Source: an optimization exercise on an open RTL-to-GDS flow (aim: small area). Production flows keep margins and buffers that such runs may drop.
In this exercise RTL edits were held to simulation tests only and were not proved equivalent to the original.
No activity file was given, so power comes from the tool's default toggle rates.

==> flow/design.v, too long to show whole: its modules and the start of the top module <==
// module core: 2399 lines
module core(clock, reset_n, ce, address, in, out, rd, we);
  // ...
==> flow/flow/run.sh <==
#!/bin/bash
# The standard layout (standard.sh) with these changes:
#  - after the standard synthesis, the combinational logic between the registers
#    is re-mapped for area with ABC's &nf mapper (flow/remap.tcl); the registers
#    keep their cells and names;
#  - the port buffers inserted at global placement are the smallest buffer cell;
#  - clock tree synthesis inserts no dummy loads.
set -euo pipefail
export RES_DIR=$PWD/orfs/results/${FLOW_PLATFORM}/core/base
export BUFFER_PORTS_ARGS="-buffer_cell sky130_fd_sc_hd__buf_1"
export CTS_ARGS="-sink_clustering_enable -repair_clock_nets -buf_list sky130_fd_sc_hd__clkbuf_4 -root_buf sky130_fd_sc_hd__clkbuf_8 -sink_clustering_size 8 -dont_use_dummy_load"
YOSYS=$FLOW_HOME/../tools/install/yosys/bin/yosys
bash standard.sh synth > standard_synth.log 2>&1
cp "$RES_DIR/1_2_yosys.v" "$RES_DIR/1_2_yosys_std.v"
"$YOSYS" -c flow/remap.tcl > remap.log 2>&1
rm -f "$RES_DIR/1_synth.odb" "$RES_DIR/1_synth.sdc"
bash standard.sh > standard.log 2>&1
==> flow/flow/dont_use.txt <==
-dont_use sky130_fd_sc_hd__probe_p_8 -dont_use sky130_fd_sc_hd__probec_p_8 -dont_use sky130_fd_sc_hd__lpflow_bleeder_1 -dont_use sky130_fd_sc_hd__lpflow_clkbufkapwr_1 -dont_use sky130_fd_sc_hd__lpflow_clkbufkapwr_16 -dont_use sky130_fd_sc_hd__lpflow_clkbufkapwr_2 -dont_use sky130_fd_sc_hd__lpflow_clkbufkapwr_4 -dont_use sky130_fd_sc_hd__lpflow_clkbufkapwr_8 -dont_use sky130_fd_sc_hd__lpflow_clkinvkapwr_1 -dont_use sky130_fd_sc_hd__lpflow_clkinvkapwr_16 -dont_use sky130_fd_sc_hd__lpflow_clkinvkapwr_2 -dont_use sky130_fd_sc_hd__lpflow_clkinvkapwr_4 -dont_use sky130_fd_sc_hd__lpflow_clkinvkapwr_8 -dont_use sky130_fd_sc_hd__lpflow_decapkapwr_12 -dont_use sky130_fd_sc_hd__lpflow_decapkapwr_3 -dont_use sky130_fd_sc_hd__lpflow_decapkapwr_4 -dont_use sky130_fd_sc_hd__lpflow_decapkapwr_6 -dont_use sky130_fd_sc_hd__lpflow_decapkapwr_8 -dont_use sky130_fd_sc_hd__lpflow_inputiso0n_1 -dont_use sky130_fd_sc_hd__lpflow_inputiso0p_1 -dont_use sky130_fd_sc_hd__lpflow_inputiso1n_1 -dont_use sky130_fd_sc_hd__lpflow_inputiso1p_1 -dont_use sky130_fd_sc_hd__lpflow_inputisolatch_1 -dont_use sky130_fd_sc_hd__lpflow_isobufsrc_1 -dont_use sky130_fd_sc_hd__lpflow_isobufsrc_16 -dont_use sky130_fd_sc_hd__lpflow_isobufsrc_2 -dont_use sky130_fd_sc_hd__lpflow_isobufsrc_4 -dont_use sky130_fd_sc_hd__lpflow_isobufsrc_8 -dont_use sky130_fd_sc_hd__lpflow_isobufsrckapwr_16 -dont_use sky130_fd_sc_hd__lpflow_lsbuf_lh_hl_isowell_tap_1 -dont_use sky130_fd_sc_hd__lpflow_lsbuf_lh_hl_isowell_tap_2 -dont_use sky130_fd_sc_hd__lpflow_lsbuf_lh_hl_isowell_tap_4 -dont_use sky130_fd_sc_hd__lpflow_lsbuf_lh_isowell_4 -dont_use sky130_fd_sc_hd__lpflow_lsbuf_lh_isowell_tap_1 -dont_use sky130_fd_sc_hd__lpflow_lsbuf_lh_isowell_tap_2 -dont_use sky130_fd_sc_hd__lpflow_lsbuf_lh_isowell_tap_4 
==> flow/flow/remap.tcl <==
# Re-maps the combinational logic of the standard synthesis netlist for area.
# The registers (and tie cells) are kept as they are, instance for instance:
# they are black boxes here, so only the logic between them is re-mapped.
yosys -import
set lib $::env(FLOW_HOME)/platforms/sky130hd/lib/sky130_fd_sc_hd__tt_025C_1v80.lib
set res $::env(RES_DIR)
set fp [open flow/dont_use.txt r]; set du [string trim [read $fp]]; close $fp
read_liberty -ignore_miss_func $lib
blackbox sky130_fd_sc_hd__dfxtp_1 sky130_fd_sc_hd__edfxtp_1 sky130_fd_sc_hd__conb_1
read_verilog $res/1_2_yosys_std.v
hierarchy -check -top core
flatten
yosys rename -hide w:*.*
opt_clean
tee -o remap_before.txt stat -liberty $lib
abc -liberty $lib {*}$du -script "+strash;&get -n;&dch;&nf -R 1000 -F 10 -A 10 -a -p;&put;topo"
read_liberty -lib -ignore_redef $lib
splitnets
opt_clean -purge
hilomap -singleton -hicell sky130_fd_sc_hd__conb_1 HI -locell sky130_fd_sc_hd__conb_1 LO
insbuf -buf sky130_fd_sc_hd__buf_4 A X
check -assert
tee -o remap_after.txt stat -liberty $lib
write_verilog -noattr -nohex -nodec $res/1_2_yosys.v
==> flow/standard.sh <==
#!/bin/bash
# synth_recipe.tcl (not shown) runs the flow's synth.tcl, then flattens the netlist and writes it again
# the make line also repeats each setting of config.mk as NAME=value (left out here)
make -C /OpenROAD-flow-scripts/flow DESIGN_CONFIG=/design/flow/config.mk WORK_HOME=/design/flow/orfs CLKGATE_MAP_FILE= SYNTH_SCRIPT=/design/flow/synth_recipe.tcl "${@:-finish}"
==> flow/config.mk <==
export PLATFORM = sky130hd
export DESIGN_NAME = core
export DESIGN_NICKNAME = core
export VERILOG_FILES = /design/flow/design.v
export SDC_FILE = /design/flow/constraint.sdc
export NUM_CORES = 4
export LEC_CHECK = 0
export ABC_AREA = 1
export CAP_MARGIN = 20
export CORE_MARGIN = 2
export CORE_UTILIZATION = 45
export CTS_BUF_LIST = sky130_fd_sc_hd__clkbuf_8
export GPL_TIMING_DRIVEN = 0
export SLEW_MARGIN = 20
==> flow/constraint.sdc <==
create_clock -name core_clock -period 10.0 [get_ports {clock}]
set_input_delay 2.0000 -clock core_clock [delete_from_list [all_inputs] [get_ports {clock}]]
set_output_delay 2.0000 -clock core_clock [all_outputs]
set_load 0.01 [all_outputs]
==> flow_summary_export.csv, run 1 <==
group,metric,value,unit
layout,fin_util,49.86,%
layout,fill_cells,1447,
critical_path,critPathBufInv,1,
clocking,cts_tree,"yes",
clocking,clockBufferDepth,2,
floorplanning,ioPinCount,37,
layout,nMultiInputCombCells,743,
synthesis,syn_area,0.006649,mm^2
timing,fin_crit,8.970,ns
timing,final.setup.worst_slack,1.030,ns
timing,hold_slack,0.5018,ns
layout,bufAreaShareNonClock,2.409,%
detailed_routing,viasPerCell,6.871,
critical_path,worstPathRequired,10.31,ns
global_routing,grt_max_degree,45,
synthesis,postSynthNetCount,875,
layout,regArea,0.002162,mm^2
power,cellPowerDensity,168.5,mW/mm^2
layout,inverters,28,
global_routing,met3_usage,6.632,%
place,dp_slack,0.9125,ns
detailed_routing,ant_nets,0,
synthesis,netlist_instances,864,
place,placed_cells,1086,
timing,slew_headroom,18.89,%
detailed_routing,wirelength,27430,um
floorplanning,num_rows,44,
global_routing,use_met2,54.21,%
timing,drv_slew,0,
detailed_routing,drc,0,
outcome,status,"complete, no violations",
layout,clock_area_share,1.716,%
global_routing,grt-busiest-layer,"met2",
critical_path,r2r-start,"t[3]",
clocking,post_cts_buffers,0,
layout,final_cell_mix,"nand2_1 (125), a21oi_1 (91), o21ai_0 (86)",
==> run 2, diff against run 1 <==
--- a/flow/flow/run.sh
+++ b/flow/flow/run.sh
@@ -9,5 +9,5 @@
 export RES_DIR=$PWD/orfs/results/${FLOW_PLATFORM}/core/base
 export BUFFER_PORTS_ARGS="-buffer_cell sky130_fd_sc_hd__buf_1"
-export CTS_ARGS="-sink_clustering_enable -repair_clock_nets -buf_list sky130_fd_sc_hd__clkbuf_4 -root_buf sky130_fd_sc_hd__clkbuf_8 -sink_clustering_size 8 -dont_use_dummy_load"
+export CTS_ARGS="-sink_clustering_enable -repair_clock_nets -buf_list sky130_fd_sc_hd__clkbuf_16 -sink_clustering_size 32 -dont_use_dummy_load"
 YOSYS=$FLOW_HOME/../tools/install/yosys/bin/yosys
 bash standard.sh synth > standard_synth.log 2>&1
==> run 2 against run 1 <==
Still clean on timing, DRC and antenna. Highest routed layer unchanged. Clock skew shrank 0.0063 ns. Largest power group unchanged. Sequential power is essentially flat. Cell area grew 1.7%. Fmax grew 0.49%. Clock power grew 42%. Final cell count is essentially flat. Die area is the same.
==> flow_summary_export.csv, run 2 <==
group,metric,value,unit
global_routing,grt_max_degree,45,
critical_path,cp-start-kind,"input pin",
detailed_routing,num_vias,7496,
global_routing,grt_overflow,0,
detailed_routing,drc,0,
layout,drive_above_1_share,3.063,%
power,ir_worst_vdd,0.0001045,V
layout,reg_top3,"ab: 16 flops, pc: 16 flops",
clocking,postCtsHoldBufs,0,
synthesis,synth.avg_cell_area,7.695,um^2
power,total_power,1308,uW
synthesis,netlist_instances,864,
clocking,cts_sinks,93,
timing,tns,0,ns
global_routing,grt_pass1_vias,6907,
timing,drv_slew,0,
timing,clock_skew,0.01025,ns
global_routing,grt_usage,34.12,%
detailed_routing,dr.first_iter.drc_count,1187,
power,cellPowerDensity,178.1,mW/mm^2
timing,fin_crit,8.926,ns
place,io_buffers,36,
timing,hold_violations,0,
outcome,status,"complete, no violations",
clocking,clk_pin_slew_worst_paths,0.07,ns
floorplanning,die_x,125.6,um
clocking,cts-root-buf,"clkbuf_16",
worst_hold_path,min_path_type,"flip-flop to flip-flop",
timing,rsz0062_at_grt,"false",
clocking,cts_tree,"yes",
layout,syn_to_final_growth,10.46,%
timing,slew_headroom,23.13,%
clocking,insertion_delay,0.36,ns
critical_path,worstPathRequired,10.28,ns
clocking,post_cts_buffers,0,
critical_path,slowest_stage,"nor4b_1",
synthesis,syn_area,0.006649,mm^2
critical_path,critical-path-max-stage-delay,0.65,ns
synthesis,postSynthNetCount,875,
place,gp_congestion,0.9873,
power,p_leak,0.002600,uW
layout,fill_cells,1438,
layout,multi_input_area,0.004422,mm^2
detailed_routing,wirelength,27480,um
floorplanning,die_area,0.01576,mm^2
critical_path,critPathKind,"input pin to flip-flop",
critical_path,cp_top_family,"simple AND/OR/NAND/NOR gates",
layout,layout_commonest_cell,"nand2_1",
timing,worst_pin_slew,1.153,ns
layout,regArea,0.002162,mm^2
critical_path,endpoint_kind,"flip-flop",
critical_path,crit_fanout,15,
floorplanning,start_util,45.92,%
floorplanning,coreArea,0.01448,mm^2
clocking,cts_buffers,9,
floorplanning,num_rows,44,
clocking,cts_max_level,3,
global_routing,grt_pass1_wl,41490,um
timing,fin_crit_sh,89.26,%
timing,fmax,112.0,MHz
detailed_routing,dr.pass1.iters,8,
place,dp_hpwl,19790,um
layout,final_cell_mix,"nand2_1 (125), a21oi_1 (91), o21ai_0 (86)",
global_routing,antenna_found_initial,0,
critical_path,critical_path_arrival,9.21,ns
layout,n_antenna_cell,0,
detailed_routing,ant_nets,0,
detailed_routing,viasPerCell,6.827,
clocking,cts_resized,0,
critical_path,critPathBufInv,1,
layout,nNetsFinal,927,
timing,finalSetupViolCount,0,
detailed_routing,avgRoutedWirePerCell,25.02,um
job,drv_cap,0,
clocking,clockBufferDepth,2,
floorplanning,ioPinCount,37,
synthesis,yosys_warnings,1,
floorplanning,die_h,125.6,um
run 2: metrics by stage:
step,area [um^2],utilization (%),hold slack (ns),cells,worst slack (ns)
finish,7345,50.73,0.4916,1098,1.074
global route,7345,50.73,0.5004,1098,0.5772
CTS,7303,50.44,0.4869,1095,1.288
detailed placement,7078,48.89,0.4782,1086,0.9125
global placement,7014,48.44,0.4714,1084,0.9489
floorplan,6649,-,0.4184,864,2.602
run 2: path summary, 6_finish.rpt:
| check | startpoint | endpoint | slack (ns) | depth (start not counted) |
|---|---|---|---|---|
| worst max register to register | t[3] | fz | 2.09 | 20 |
| worst min register to register | x[0] | x[0] | 0.49 | 2 |
| worst max-delay path | in[7] | pc[15] | 1.07 | 30 |
| worst min-delay path | x[0] | x[0] | 0.49 | 2 |
run 2: worst reg2reg max path: stages, from the launching register on:
cell	delay, ns
dfxtp_1	0.92
nand2_1	0.35
nor2_1	0.39
nand2_1	0.51
o21ai_0	0.98
or2_0	0.66
a21oi_1	0.36
maj3_1	0.47
a21oi_1	0.27
maj3_1	0.27
a21boi_0	0.16
a21oi_1	0.26
nor2_1	0.06
nor2_1	0.16
o21a_1	0.26
nand2_1	0.14
o21ai_0	0.71
nand2_1	0.11
o21ai_0	0.36
nand4_1	0.27
a21oi_1	0.18
run 2: layer usage:
layer / part of all wire [%] / GRT usage [%] / wire length (um)
met4: 3.0 / 10.78 / 812
met3: 10 / 6.290 / 2752
met1: 41 / 47.08 / 11320
met2: 46 / 54.24 / 12590
met5: 0 / 0 / 0
run 2: layout make-up:
| class | instances | share of cell area (%) |
|---|---|---|
| Clock buffer | 9 | 3.066 |
| Inverter | 28 | 1.431 |
| Multi-Input combinational cell | 743 | 60.20 |
| Sequential cell | 93 | 29.44 |
| Tap cell | 184 | 3.135 |
| Timing Repair Buffer | 41 | 2.726 |
run 2: power by group:
group          leakage, uW  internal (uW)  total [uW]  switching, uW
registers         0.000782            426         465           39.2
clock network     0.000111            159         305            146
logic              0.00171            163         537            375
total              0.00260            748        1310            560
==> run 3, diff against run 2 <==
--- a/flow/flow/run.sh
+++ b/flow/flow/run.sh
@@ -9,5 +9,5 @@
 export RES_DIR=$PWD/orfs/results/${FLOW_PLATFORM}/core/base
 export BUFFER_PORTS_ARGS="-buffer_cell sky130_fd_sc_hd__buf_1"
-export CTS_ARGS="-sink_clustering_enable -repair_clock_nets -buf_list sky130_fd_sc_hd__clkbuf_16 -sink_clustering_size 32 -dont_use_dummy_load"
+export CTS_ARGS="-sink_clustering_enable -repair_clock_nets -buf_list sky130_fd_sc_hd__clkbuf_8 -dont_use_dummy_load"
 YOSYS=$FLOW_HOME/../tools/install/yosys/bin/yosys
 bash standard.sh synth > standard_synth.log 2>&1
==> run 3 against run 2 <==
Register-to-register slack got worse by 0.10 ns. Worst hold slack improved by 0.010 ns. Synthesized cell count unchanged. Sequential cell count unchanged. Die area unchanged. Synthesized area unchanged. Still clean on timing, DRC and antenna. Critical path depth unchanged. Setup slack got worse by 0.044 ns.
==> flow_summary_export.csv, run 3 <==
group,metric,value,unit
outcome,status,"complete, no violations",
critical_path,critical_path_arrival,9.28,ns
global_routing,grt_overflow,0,
synthesis,postSynthNetCount,875,
synthesis,synth.avg_cell_area,7.695,um^2
critical_path,worstPathRequired,10.31,ns
clocking,clk_pin_slew_worst_paths,0.09,ns
clocking,cts-root-buf,"clkbuf_8",
detailed_routing,viasPerCell,6.871,
floorplanning,die_area,0.01576,mm^2
timing,hold_violations,0,
layout,fill_cells,1447,
clocking,post_cts_buffers,0,
clocking,postCtsHoldBufs,0,
timing,worst_pin_slew,1.217,ns
critical_path,r2r-start,"t[3]",
floorplanning,num_rows,44,
global_routing,grt_pass1_wl,41590,um
critical_path,setup.worst_path.start,"in[1]",
global_routing,grt_usage,34.05,%
critical_path,crit_fanout,17,
timing,tns,0,ns
place,dp_hpwl,19790,um
global_routing,grt_max_degree,45,
clocking,cts_buffers,9,
detailed_routing,drc,0,
timing,slew_headroom,18.89,%
synthesis,syn_area,0.006649,mm^2
critical_path,cp_top_family,"simple AND/OR/NAND/NOR gates",
critical_path,slowest_stage,"nor2_1",
layout,drive_above_1_share,2.851,%
layout,syn_to_final_growth,8.581,%
detailed_routing,dr.pass1.iters,5,
timing,fin_crit,8.970,ns
worst_hold_path,hp-start,"x[0]",
place,io_buffers,36,
synthesis,yosys_warnings,1,
floorplanning,ioPinCount,37,
clocking,insertion_delay,0.38,ns
critical_path,regToRegSetupSlack,1.99,ns
critical_path,endpoint_kind,"flip-flop",
global_routing,antenna_found_initial,0,
critical_path,cp-start-kind,"input pin",
clocking,cts_tree,"yes",
critical_path,critical-path-max-stage-delay,0.66,ns
timing,clock_skew,0.01657,ns
layout,multi_input_area,0.004422,mm^2
layout,final_cell_mix,"nand2_1 (125), a21oi_1 (91), o21ai_0 (86)",
clocking,cts_max_level,3,
floorplanning,coreArea,0.01448,mm^2
worst_hold_path,min_path_type,"flip-flop to flip-flop",
layout,regArea,0.002162,mm^2
place,gp_congestion,0.9873,
critical_path,critPathBufInv,1,
detailed_routing,dr.first_iter.drc_count,1122,
critical_path,critPathKind,"input pin to flip-flop",
detailed_routing,num_vias,7537,
synthesis,netlist_instances,864,
layout,reg_top3,"ab: 16 flops, pc: 16 flops",
job,drv_cap,0,
layout,layout_commonest_cell,"nand2_1",
detailed_routing,wirelength,27430,um
power,p_leak,0.002540,uW
timing,drv_slew,0,
global_routing,grt_pass1_vias,6943,
floorplanning,start_util,45.92,%
timing,rsz0062_at_grt,"false",
clocking,clockBufferDepth,2,
clocking,cts_resized,0,
layout,fin_cells,1097,
floorplanning,die_x,125.6,um
floorplanning,die_h,125.6,um
layout,nNetsFinal,925,
clocking,cts_sinks,93,
power,cellPowerDensity,168.5,mW/mm^2
timing,finalSetupViolCount,0,
power,ir_worst_vdd,0.00007364,V
timing,fin_crit_sh,89.70,%
place,placed_cells,1086,
timing,fmax,111.5,MHz
detailed_routing,ant_nets,0,
detailed_routing,avgRoutedWirePerCell,25.01,um
## run 3: changes by cell type in the layout (fill, tap and decap cells not counted), sizes merged
| cell | change |
|---|---|
| buf | -2 |
| diode | +1 |
## run 3: tightest hold or removal path, cell delays in order (launching register included)
cell and delay (ns):
dfxtp_1 0.35, clkinv_1 0.06, a21oi_1 0.05
## run 3: through the flow
| step | utilization (%) | hold slack (ns) | power (uW) | instance area (um^2) | worst slack (ns) |
|---|---|---|---|---|---|
| after floorplan | - | 0.4184 | 800.8 | 6649 | 2.602 |
| after global placement | 48.44 | 0.4714 | 980.2 | 7014 | 0.9489 |
| after detailed placement | 48.89 | 0.4782 | 988.4 | 7078 | 0.9125 |
| after CTS | 49.74 | 0.4905 | 1200 | 7202 | 1.327 |
| after global routing | 49.84 | 0.5041 | 1273 | 7217 | 0.5735 |
| final | 49.86 | 0.5018 | 1216 | 7219 | 1.030 |
## run 3: final cells by class
cell class / count / area share [%]
Sequential cell: 93 / 29.95
Clock buffer: 9 / 1.716
Multi-Input combinational cell: 743 / 61.25
Inverter: 28 / 1.456
Timing Repair Buffer: 39 / 2.409
Tap cell: 184 / 3.189
Antenna cell: 1 / 0.03466
## run 3: path summary, 6_finish.rpt
path | end | cells after the start
max reg2reg | fz | 20
min | x[0] | 2
min reg2reg | x[0] | 2
max | pc[15] | 30
## run 3: where the power goes
group	total [uW]	internal, uW	switching [uW]
clock	215	81.1	134
combinational	537	162	375
sequential	465	426	39.2
total	1220	668	548
## run 3: layer usage
| metal | wire length, um | global-route usage, % | share of wire, % | vias up |
|---|---|---|---|---|
| met1 | 11420 | 47.03 | 42 | 3655 |
| li1 | - | - | - | 3416 |
| met2 | 12740 | 54.21 | 46 | 424 |
| met5 | 0 | 0 | 0 | - |
| met4 | 659 | 9.935 | 2.4 | 0 |
| met3 | 2613 | 6.632 | 9.5 | 42 |
==> run 4, diff against run 3 <==
--- a/flow/flow/run.sh
+++ b/flow/flow/run.sh
@@ -2,5 +2,5 @@
 # The standard layout (standard.sh) with these changes:
 #  - after the standard synthesis, the combinational logic between the registers
-#    is re-mapped for area with ABC's &nf mapper (flow/remap.tcl); the registers
+#    is restructured (ABC &deepsyn) and re-mapped for area (ABC &nf), see flow/remap.tcl; the registers
 #    keep their cells and names;
 #  - the port buffers inserted at global placement are the smallest buffer cell;
--- a/flow/flow/remap.tcl
+++ b/flow/flow/remap.tcl
@@ -1,3 +1,4 @@
-# Re-maps the combinational logic of the standard synthesis netlist for area.
+# Re-maps the combinational logic of the standard synthesis netlist for area:
+# two rounds of ABC's &deepsyn (90 s each) followed by the &nf area mapper.
 # The registers (and tie cells) are kept as they are, instance for instance:
 # they are black boxes here, so only the logic between them is re-mapped.
@@ -14,5 +15,7 @@
 opt_clean
 tee -o remap_before.txt stat -liberty $lib
-abc -liberty $lib {*}$du -script "+strash;&get -n;&dch;&nf -R 1000 -F 10 -A 10 -a -p;&put;topo"
+set nf "&nf -R 1000 -F 10 -A 10 -a -p"
+set round "strash;&get -n;&deepsyn -T 90;&dch;$nf;&put"
+abc -liberty $lib {*}$du -script "+strash;dc2;&get -n;&deepsyn -T 90;&dch;$nf;&put;$round;topo"
 read_liberty -lib -ignore_redef $lib
 splitnets
==> run 4 against run 3 <==
Critical path type is now flip-flop to flip-flop. Critical path depth fell by 7. Worst hold slack got worse by 0.044 ns. Synthesized area fell by 2.9%. Routed wire length fell by 5.3%. Global-route usage rose by 0.39 points. Combinational power fell by about 10%. Via count fell by 3.1%. Sequential share of layout area rose by 0.83 points. Clock power barely moved. Synthesized cell count fell by 3.0%. Clock-buffer cell count did not move. Total power fell by 5.0%.
==> flow_summary_export.csv, run 4 <==
group,metric,value,unit
place,placed_cells,1057,
detailed_routing,drc,0,
synthesis,syn_area,0.006455,mm^2
layout,fill_cells,1409,
timing,worst_pin_slew,1.159,ns
timing,rsz0062_at_grt,"false",
clocking,cts_resized,0,
detailed_routing,wirelength,25990,um
detailed_routing,num_vias,7300,
critical_path,setup.worst_path.start,"t[4]",
critical_path,regToRegSetupSlack,0.77,ns
critical_path,critical_path_arrival,9.53,ns
layout,syn_to_final_growth,8.820,%
synthesis,synth.avg_cell_area,7.703,um^2
worst_hold_path,min_path_type,"flip-flop to flip-flop",
timing,final.setup.worst_slack,0.7700,ns
layout,regArea,0.002162,mm^2
critical_path,endpoint_kind,"flip-flop",
critical_path,cp-start-kind,"flip-flop",
clocking,cts_buffers,9,
layout,fin_util,50.41,%
global_routing,grt_pass1_vias,6612,
detailed_routing,ant_nets,0,
worst_hold_path,hp-start,"s[6]",
global_routing,grt_overflow,0,
floorplanning,die_x,123.8,um
critical_path,critPathBufInv,1,
critical_path,r2r-start,"t[4]",
global_routing,grt_max_degree,26,
floorplanning,die_h,123.8,um
timing,fmax,108.3,MHz
outcome,status,"complete, no violations",
timing,fin_crit_sh,92.30,%
critical_path,crit_fanout,25,
global_routing,grt_usage,34.43,%
floorplanning,coreArea,0.01393,mm^2
clocking,clk_pin_slew_worst_paths,0.08,ns
layout,drive_above_1_share,3.273,%
job,drv_cap,0,
detailed_routing,viasPerCell,6.848,
clocking,cts_sinks,93,
place,io_buffers,36,
layout,final_cell_mix,"nand2_1 (138), o21ai_0 (89), nor2_1 (80)",
power,p_leak,0.002394,uW
critical_path,slowest_stage,"dfxtp_1",
synthesis,postSynthNetCount,849,
clocking,post_cts_buffers,0,
floorplanning,ioPinCount,37,
global_routing,antenna_found_initial,0,
clocking,cts-root-buf,"clkbuf_8",
synthesis,yosys_warnings,1,
critical_path,critPathKind,"flip-flop to flip-flop",
detailed_routing,dr.pass1.iters,6,
layout,multi_input_area,0.004262,mm^2
timing,drv_slew,0,
layout,fin_cells,1066,
floorplanning,start_util,46.32,%
power,cellPowerDensity,164.6,mW/mm^2
clocking,cts_max_level,3,
critical_path,cp_top_family,"simple AND/OR/NAND/NOR gates",
layout,layout_commonest_cell,"nand2_1",
timing,tns,0,ns
floorplanning,num_rows,43,
detailed_routing,avgRoutedWirePerCell,24.38,um
timing,fin_crit,9.230,ns
place,dp_hpwl,18740,um
clocking,postCtsHoldBufs,0,
critical_path,worstPathRequired,10.30,ns
critical_path,critical-path-max-stage-delay,0.93,ns
timing,slew_headroom,22.74,%
power,ir_worst_vdd,0.00009667,V
place,dp_slack,1.195,ns
timing,finalSetupViolCount,0,
layout,nNetsFinal,899,
synthesis,netlist_instances,838,
clocking,clockBufferDepth,2,
detailed_routing,dr.first_iter.drc_count,890,
critical_path,path_cells,"nor2b_1 > nor2_1 > nand2_1 > nor2_1 > nor4_1 > clkinv_1 > a31oi_1 > and2_0 > nand2b_1 > or3_1 > o32ai_2 > a22o_1 > o21ai_0 > a31oi_1 > a21boi_0 > maj3_1 > nor3_1 > nor2_1 > xnor2_1 > o221ai_1 > or4_1 > or3_1 > a31oi_1",
place,placed_cell_area,0.006893,mm^2
clocking,cts_tree,"yes",
layout,n_antenna_cell,0,
place,gp_congestion,0.9904,
global_routing,grt_pass1_wl,39070,um
timing,hold_violations,0,
layout,reg_top3,"ab: 16 flops, pc: 16 flops",
timing,clock_skew,0.03786,ns
floorplanning,die_area,0.01532,mm^2
layout,final_area,0.007024,mm^2
clocking,insertion_delay,0.38,ns
[run 4: per-stage QoR]
| stage | total power, uW | hold WS (ns) |
|---|---|---|
| 6_report | 1156 | 0.4579 |
| 5_1_grt | 1203 | 0.4933 |
| 4_1_cts | 1137 | 0.4622 |
| 3_5_place_dp | 928.8 | 0.4444 |
| 3_3_place_gp | 917.4 | 0.4356 |
| 2_1_floorplan | 748.7 | 0.4240 |
[run 4: worst paths after layout]
path / to / depth (start not counted)
worst min-delay path: s[6] / 2
worst max register to register: fz / 23
worst min register to register: s[6] / 2
worst max-delay path: fz / 23
[run 4: report_power, final]
group	internal, uW	leakage (uW)	switching [uW]
Combinational	140	0.00155	343
Sequential	423	0.000782	38.1
Clock	81.1	0.0000647	131
[run 4: layout make-up]
cell class	count	share of cell area [%]
Tap cell	180	3.206
Clock buffer	9	1.763
Timing Repair Buffer	39	2.298
Multi-Input combinational cell	721	60.67
Inverter	24	1.283
Sequential cell	93	30.78
[run 4: metal layers]
layer / vias to the layer above / routed length, um / track usage [%]
met5: - / 0 / 0
met3: 67 / 2749 / 9.386
met1: 3488 / 11040 / 47.27
met4: 0 / 832 / 12.93
li1: 3296 / - / -
met2: 449 / 11360 / 51.61
[run 4: worst register-to-register path: stages, from the launching register on]
cell	delay [ns]
dfxtp_1	0.93
nor2b_1	0.42
nor2_1	0.15
nand2_1	0.11
nor2_1	0.22
nor4_1	0.75
clkinv_1	0.16
a31oi_1	0.71
and2_0	0.50
nand2b_1	0.13
or3_1	0.47
o32ai_2	0.71
a22o_1	0.26
o21ai_0	0.15
a31oi_1	0.35
a21boi_0	0.25
maj3_1	0.43
nor3_1	0.24
nor2_1	0.09
xnor2_1	0.56
o221ai_1	0.50
or4_1	0.62
or3_1	0.33
a31oi_1	0.13

-- separate check: timing with driven ports --
The results above use ideal ports. As a check the final layouts listed here were re-extracted and re-timed, cells and wires unchanged.
Step 1 sets driving cells, clkbuf_16 on the clock port and buf_2 on the other inputs (assumed; they add their load-dependent delay and slew).
Step 2 also shifts input and output timing later by t, the mid clock arrival at the registers, as if the neighbouring blocks saw the same clock.
a / b / c = no drivers / after step 1 / after step 2; a / b = the first two.
run	t (ns)	setup slack, ns	worst register clock-pin slew, ns	worst data-port slew with drivers (ns)	pins driven straight from the clock port
run 1	0.414	1.030 / 1.050 / 0.636	0.09 / 0.09	0.03	1
run 2	0.398	1.074 / 1.099 / 0.702	0.07 / 0.07	0.03	1
run 3	0.414	1.030 / 1.050 / 0.636	0.09 / 0.09	0.03	1
run 4	0.401	0.770 / 0.770 / 0.770	0.10 / 0.10	0.03	1
After both steps setup and hold are still met in every run listed.
